Source: an optimization exercise on an open RTL-to-GDS flow (aim: small area). Production flows keep margins and buffers that such runs may drop.
In this exercise RTL edits were held to simulation tests only and were not proved equivalent to the original.
The clock input has no modelled driver; a real chip could not lean on it and would need a root buffer or a full tree.
Power and IR drop assume default switching activity.

==> pepper <==
==> flow/design.v <==
module PWM_play #(parameter LOD = 4095) (
        input pwm_clk,
        input rst,               
        input [15:0] pwm_data,
        output reg audio_out
);
    reg  [11:0] r;
    wire [10:0] q  = pwm_data[14:4];
    wire [3:0]  f  = pwm_data[3:0];
    wire [2:0]  h  = pwm_data[14:12];
    wire        d15 = pwm_data[15];
    wire g = (f[2] & ~h[2]) |
             (~(f[2] ^ h[2]) & ((f[1] & ~h[1]) | (~(f[1] ^ h[1]) & f[0] & ~h[0])));
    wire cin = d15 ? (f[3] | g) : (f[3] & g);
    wire [11:0] k;
    assign k[0] = cin;
    genvar i;
    generate for (i = 0; i < 11; i = i + 1) begin : cc
        assign k[i+1] = (r[i] & q[i]) | (k[i] & (r[i] | q[i]));
    end endgenerate
    wire [12:0] a;
    assign a[0] = 1'b1;
    generate for (i = 0; i < 12; i = i + 1) begin : ic
        assign a[i+1] = a[i] & r[i];
    end endgenerate
    wire r_zero = ~|r;
    wire hit = d15 ? (r[11] | a[11] | k[11]) : (r[11] & k[11]);
    wire [11:0] r_inc = r ^ a[11:0];
    wire [11:0] r_next = {r_inc[11:1], r_inc[0] | (a[11] & ~r[11])};
    always @(posedge pwm_clk) begin
        if (rst) begin
            r         <= 12'd1;
            audio_out <= 1'b0;
        end else begin
            r         <= r_next;
            audio_out <= hit & ~r_zero;
        end
    end
endmodule
==> flow/flow/run.sh <==
#!/bin/bash
# Standard ORFS layout with three changes: synthesis leaves adders to abc (no half/full
# adder cells) with abc's area script, ports are buffered with buf_1, and the clock tree
# is built from small clock buffers. Each step's full output is kept in standard.log and
# ORFS's own logs under orfs/logs.
bash standard.sh ADDER_MAP_FILE= ABC_AREA=1 \
  'BUFFER_PORTS_ARGS=-buffer_cell sky130_fd_sc_hd__buf_1' \
  finish > standard.log 2>&1
==> flow/standard.sh <==
#!/bin/bash
# synth_recipe.tcl (not shown) runs the flow's synth.tcl, then flattens the netlist and writes it again
# the make line also repeats each setting of config.mk as NAME=value (left out here)
make -C /OpenROAD-flow-scripts/flow DESIGN_CONFIG=/design/flow/config.mk WORK_HOME=/design/flow/orfs CLKGATE_MAP_FILE= SYNTH_SCRIPT=/design/flow/synth_recipe.tcl "${@:-finish}"
==> flow/config.mk <==
export PLATFORM = sky130hd
export DESIGN_NAME = PWM_play
export DESIGN_NICKNAME = PWM_play
export VERILOG_FILES = /design/flow/design.v
export SDC_FILE = /design/flow/constraint.sdc
export NUM_CORES = 4
export LEC_CHECK = 0
export ABC_AREA = 1
export CAP_MARGIN = 20
export CORE_AREA = 5 5 95 95
export CTS_BUF_LIST = sky130_fd_sc_hd__clkbuf_1 sky130_fd_sc_hd__clkbuf_2
export DIE_AREA = 0 0 100 100
export SLEW_MARGIN = 20
==> flow/constraint.sdc <==
create_clock -name core_clock -period 10.0 [get_ports {pwm_clk}]
set_input_delay 2.0000 -clock core_clock [delete_from_list [all_inputs] [get_ports {pwm_clk}]]
set_output_delay 2.0000 -clock core_clock [all_outputs]
set_load 0.01 [all_outputs]
==> inputs of cedar, as changes to pepper <==
==> flow/flow/run.sh (replaced) <==
#!/bin/bash
# Standard ORFS layout (standard.sh) with these changes:
#  - synthesis is synth_recipe.tcl's, except that adders are left to abc (no half/full adder
#    cells) and abc maps with the area-oriented script flow/area.abc;
#  - ports are buffered with buf_1;
#  - the clock tree uses small clock buffers (CTS_BUF_LIST in config.mk).
# Full tool output goes to standard.log; ORFS's per-step logs stay under orfs/logs.
set -uo pipefail
here=$(pwd)
# synth_recipe.tcl's first line (synth without fsm and share passes) is kept in our copy.
head -1 synth_recipe.tcl > synth_check.log
export ABC_SCRIPT_FILE=$here/flow/area.abc
bash standard.sh ADDER_MAP_FILE= \
  SYNTH_SCRIPT=$here/flow/synth_recipe_abc.tcl \
  'BUFFER_PORTS_ARGS=-buffer_cell sky130_fd_sc_hd__buf_1' \
  finish > standard.log 2>&1
==> flow/flow/area.abc (new file) <==
strash
&get -n
&st
&synch2
&nf -R 1000
&st
&dch
&nf -R 1000
&st
&dch
&nf -R 1000
&put
topo
==> flow/flow/synth_recipe_abc.tcl (new file) <==
proc synth {args} { yosys synth -nofsm -noshare {*}$args }
# Run the final technology mapping with the ABC script named in ABC_SCRIPT_FILE.
proc abc {args} {
  set i [lsearch -exact $args -script]
  if { $i >= 0 && [info exists ::env(ABC_SCRIPT_FILE)] } {
    set args [lreplace $args [expr {$i+1}] [expr {$i+1}] $::env(ABC_SCRIPT_FILE)]
  }
  yosys abc {*}$args
}
source $::env(SCRIPTS_DIR)/synth.tcl
# left out here: clear keep_hierarchy, flatten, clean up, hide names made inside functions, write 1_2_yosys.v
- ABC_AREA: 1 -> not set
==> out/qor.yml <==
power_and_ir_drop:
  ir_worst_vdd_mv: 0.0211
  p_comb_uw: 14.1
  design_power_total_uw: 94.3
  internal-power_uw: 68.2
placed_design:
  gp_congestion: 0.751
  dp_cells: 254
  detailed_place_hpwl_um: 1760
timing:
  max_freq_mhz: 322
  timing.hold.ws_ns: 0.509
synth:
  synth_cell_types: 18
final_layout:
  seq_share_pct: 25.2
  final_util_pct: 13.3
  finalInstanceArea_um2: 1030
outcome:
  status: "finished clean"
critical_path:
  rrSetupSlack_ns: 8.04
  crit_arrival_ns: 3.31
[end of results for pepper]
==> out/qor.yml <==
outcome:
  status: "finished clean"
job:
  cap_violations: 0
synth:
  synth_cell_types: 21
placed_design:
  dp_cells: 194
  detailed_place_hpwl_um: 1370
  gp_congestion: 0.813
timing:
  rsz0062_at_grt: "false"
  max_freq_mhz: 276
power_and_ir_drop:
  internal-power_uw: 67.5
  p_comb_uw: 10.2
critical_path:
  crit_arrival_ns: 3.80
  rrSetupSlack_ns: 7.52
final_layout:
  buffer_area_share_pct: 8.12
  seq_share_pct: 31.3
  n_clock_buffer: 4
die:
  initial_utilization_pct: 7.92
[end of results for cedar]


==> inputs of run a <==
RTL: the design.v shown in full above, as it stands there.
==> flow/config.mk <==
export PLATFORM = sky130hd
export DESIGN_NAME = PWM_play
export DESIGN_NICKNAME = PWM_play
export VERILOG_FILES = /design/flow/design.v
export SDC_FILE = /design/flow/constraint.sdc
export NUM_CORES = 4
export LEC_CHECK = 0
export CAP_MARGIN = 20
export CORE_AREA = 5 5 95 95
export DIE_AREA = 0 0 100 100
export SLEW_MARGIN = 20
==> flow/constraint.sdc <==
create_clock -name core_clock -period 10.0 [get_ports {pwm_clk}]
set_input_delay 2.0000 -clock core_clock [delete_from_list [all_inputs] [get_ports {pwm_clk}]]
set_output_delay 2.0000 -clock core_clock [all_outputs]
set_load 0.01 [all_outputs]
standard.sh (not shown) runs the stock make flow with config.mk's settings and CLKGATE_MAP_FILE= SYNTH_SCRIPT=/design/flow/synth_recipe.tcl, a recipe that flattens the netlist after the stock synthesis.
==> flow/flow/run.sh <==
#!/bin/bash
# Standard ORFS layout (standard.sh) with these changes:
#  - synthesis is synth_recipe.tcl's, except that adders are left to abc (no half/full adder
#    cells) and abc maps with the area-oriented script flow/area.abc;
#  - ports are buffered with buf_1;
#  - the clock reaches all flip-flops through one buf_6 (flow/one_clkbuf.tcl, run before
#    the CTS step in place of clock_tree_synthesis).
# Full tool output goes to standard.log; ORFS's per-step logs stay under orfs/logs.
set -uo pipefail
here=$(pwd)
export ABC_SCRIPT_FILE=$here/flow/area.abc
export ONE_CLKBUF_CELL=sky130_fd_sc_hd__buf_6
bash standard.sh ADDER_MAP_FILE= \
  SYNTH_SCRIPT=$here/flow/synth_recipe_abc.tcl \
  'BUFFER_PORTS_ARGS=-buffer_cell sky130_fd_sc_hd__buf_1' \
  PRE_CTS_TCL=$here/flow/one_clkbuf.tcl \
  finish > standard.log 2>&1
==> flow/flow/area.abc <==
strash
&get -n
&st
&synch2
&nf -R 1000
&st
&dch
&nf -R 1000
&st
&dch
&nf -R 1000
&put
topo
==> flow/flow/synth_recipe_abc.tcl <==
proc synth {args} { yosys synth -nofsm -noshare {*}$args }
# Run the final technology mapping with the ABC script named in ABC_SCRIPT_FILE.
proc abc {args} {
  set i [lsearch -exact $args -script]
  if { $i >= 0 && [info exists ::env(ABC_SCRIPT_FILE)] } {
    set args [lreplace $args [expr {$i+1}] [expr {$i+1}] $::env(ABC_SCRIPT_FILE)]
  }
  yosys abc {*}$args
}
source $::env(SCRIPTS_DIR)/synth.tcl
# left out here: clear keep_hierarchy, flatten, clean up, hide names made inside functions, write 1_2_yosys.v
==> flow/flow/one_clkbuf.tcl <==
# Clock distribution for a small design: one clock buffer, placed at the centre of the
# flip-flops it drives, takes the clock from the port to every flip-flop, so every register's
# clock arrives through the same single buffer. The standard CTS call is then skipped.
set block [ord::get_db_block]
set master [[ord::get_db] findMaster $::env(ONE_CLKBUF_CELL)]
set clk_net [$block findNet pwm_clk]
set inst [odb::dbInst_create $block $master clkbuf_0_pwm_clk]
set new_net [odb::dbNet_create $block clknet_0_pwm_clk]
$new_net setSigType CLOCK
set sx 0; set sy 0; set n 0
foreach iterm [$clk_net getITerms] {
  set i [$iterm getInst]
  if { [$i getName] eq "clkbuf_0_pwm_clk" } { continue }
  lassign [$i getLocation] x y
  set sx [expr {$sx + $x}]; set sy [expr {$sy + $y}]; incr n
  $iterm disconnect
  $iterm connect $new_net
}
[$inst findITerm A] connect $clk_net
[$inst findITerm X] connect $new_net
$inst setLocation [expr {int($sx / $n)}] [expr {int($sy / $n)}]
$inst setPlacementStatus PLACED
puts "one_clkbuf: $n clock sinks moved to [$new_net getName], driven by [$master getName]"
rename clock_tree_synthesis orig_clock_tree_synthesis
proc clock_tree_synthesis { args } { puts "one_clkbuf: clock_tree_synthesis skipped" }
==> run b: changes against run a <==
==> flow/flow/run.sh (replaced) <==
#!/bin/bash
# Standard layout; logs kept in the work folder.
bash standard.sh > standard.log 2>&1
removed: flow/flow/area.abc
removed: flow/flow/synth_recipe_abc.tcl
removed: flow/flow/one_clkbuf.tcl
==> run c: changes against run a <==
--- a/flow/flow/run.sh
+++ b/flow/flow/run.sh
@@ -4,5 +4,5 @@
 #    cells) and abc maps with the area-oriented script flow/area.abc;
 #  - ports are buffered with buf_1;
-#  - the clock reaches all flip-flops through one buf_6 (flow/one_clkbuf.tcl, run before
+#  - the clock reaches all flip-flops through one buf_4 (flow/one_clkbuf.tcl, run before
 #    the CTS step in place of clock_tree_synthesis).
 # Full tool output goes to standard.log; ORFS's per-step logs stay under orfs/logs.
@@ -10,5 +10,5 @@
 here=$(pwd)
 export ABC_SCRIPT_FILE=$here/flow/area.abc
-export ONE_CLKBUF_CELL=sky130_fd_sc_hd__buf_6
+export ONE_CLKBUF_CELL=sky130_fd_sc_hd__buf_4
 bash standard.sh ADDER_MAP_FILE= \
   SYNTH_SCRIPT=$here/flow/synth_recipe_abc.tcl \
==> run d: changes against run a <==
--- a/flow/flow/run.sh
+++ b/flow/flow/run.sh
@@ -4,5 +4,5 @@
 #    cells) and abc maps with the area-oriented script flow/area.abc;
 #  - ports are buffered with buf_1;
-#  - the clock reaches all flip-flops through one buf_6 (flow/one_clkbuf.tcl, run before
+#  - the clock reaches all flip-flops through one buf_4 (flow/one_clkbuf.tcl, run before
 #    the CTS step in place of clock_tree_synthesis).
 # Full tool output goes to standard.log; ORFS's per-step logs stay under orfs/logs.
@@ -10,5 +10,5 @@
 here=$(pwd)
 export ABC_SCRIPT_FILE=$here/flow/area.abc
-export ONE_CLKBUF_CELL=sky130_fd_sc_hd__buf_6
+export ONE_CLKBUF_CELL=sky130_fd_sc_hd__buf_4
 bash standard.sh ADDER_MAP_FILE= \
   SYNTH_SCRIPT=$here/flow/synth_recipe_abc.tcl \
- PLACE_DENSITY: default -> 0.95
==> comparison <==
- Via count: run a is smaller than run d (about 4%).
- Against run b, the core utilization of run a is lower by 3.9 points.
- Synthesized cell count is the same in run d and run a.
- In run b the combinational power is higher than in run d, by 81%.
- In critical path depth, run d and run c do not differ.
- In cell count, run a and run c do not differ.
- Wire length: run d is lower than run b (about 14%).
==> figures <==
Critical Path Start: run d pwm_data[1]; run b pwm_data[14]; run c pwm_data[1]; run a pwm_data[1]
Normalized max-slew margin: run d 0.6561; run b 0.6880; run c 0.6139; run a 0.6172
Post-DP Area: run d 813.3 um2; run b 0.001085 mm2; run c 813.3 um2; run a 813.3 um2
Status: run d timing/DRC/antenna clean; run b timing/DRC/antenna clean; run c timing/DRC/antenna clean; run a timing/DRC/antenna clean
Total via count after detailed routing: run d 658; run b 697; run c 629; run a 631
Critical Path RT: run d 10,070 ps; run b 10,160 ps; run c 10,070 ps; run a 10,030 ps
Count of multi-input gates: run d 58; run b 61; run c 58; run a 58
Fmax: run d 0.2641 GHz; run b 0.2753 GHz; run c 0.2684 GHz; run a 0.2653 GHz
Count of different cell masters after synthesis: run d 21; run b 26; run c 21; run a 21
Multi-input gate share of total cell area: run d 0.4223; run b 0.4308; run c 0.4223; run a 0.4203
Part of the total power dissipated in sequential elements: run d 0.661; run b 0.459; run c 0.654; run a 0.634
Net switching component of the power: run d 20.09 uW; run b 27.85 uW; run c 20.74 uW; run a 20.63 uW
Met2 Wirelength: run d 860 um; run b 862 um; run c 765 um; run a 772 um
Number of standard cells in the layout, taps in and fillers out: run d 195; run b 206; run c 195; run a 195
Cell with the largest stage delay on the worst path: run d sky130_fd_sc_hd__a211oi_1; run b sky130_fd_sc_hd__clkdlybuf4s50_1; run c sky130_fd_sc_hd__a311oi_1; run a sky130_fd_sc_hd__a311oi_1
Final standard cell utilization of the core: run d 0.1051; run b 0.1447; run c 0.1051; run a 0.1056
In run a, run c and run d the design's own scripts or RTL, not TritonCTS, make the clock network.

-- port drivers added, routing unchanged --
Ports are ideal in the flow. The routed layouts listed here were re-timed in OpenROAD. Step 1, drivers: a clkbuf_16 drives pwm_clk and a buf_2 each remaining input, both assumed. Step 2 adds t to the input delays and takes it off the output delays; t is the mean of the earliest and latest rising clock arrival at the registers after step 1. Input paths then give back, and output paths get back, about the clock's delay inside the block. Three values: ideal, step 1, step 2; two values: the first two.
run	t, ns	slack for setup (ns)	worst setup path at the end
pepper	0.277	6.896 / 6.896 / 6.620	input to register
cedar	0.279	6.376 / 6.372 / 6.093	input to register
run a	0.143	6.230 / 6.230 / 6.087	input to register
run b	0.267	6.367 / 6.362 / 6.096	input to register
run c	0.175	6.275 / 6.272 / 6.096	input to register
run d	0.168	6.213 / 6.206 / 6.038	input to register
After both steps setup and hold are still met in every run listed. For cedar, which loses most, drivers alone change the setup slack by -0.004 ns; drivers and shift together by -0.283 ns.
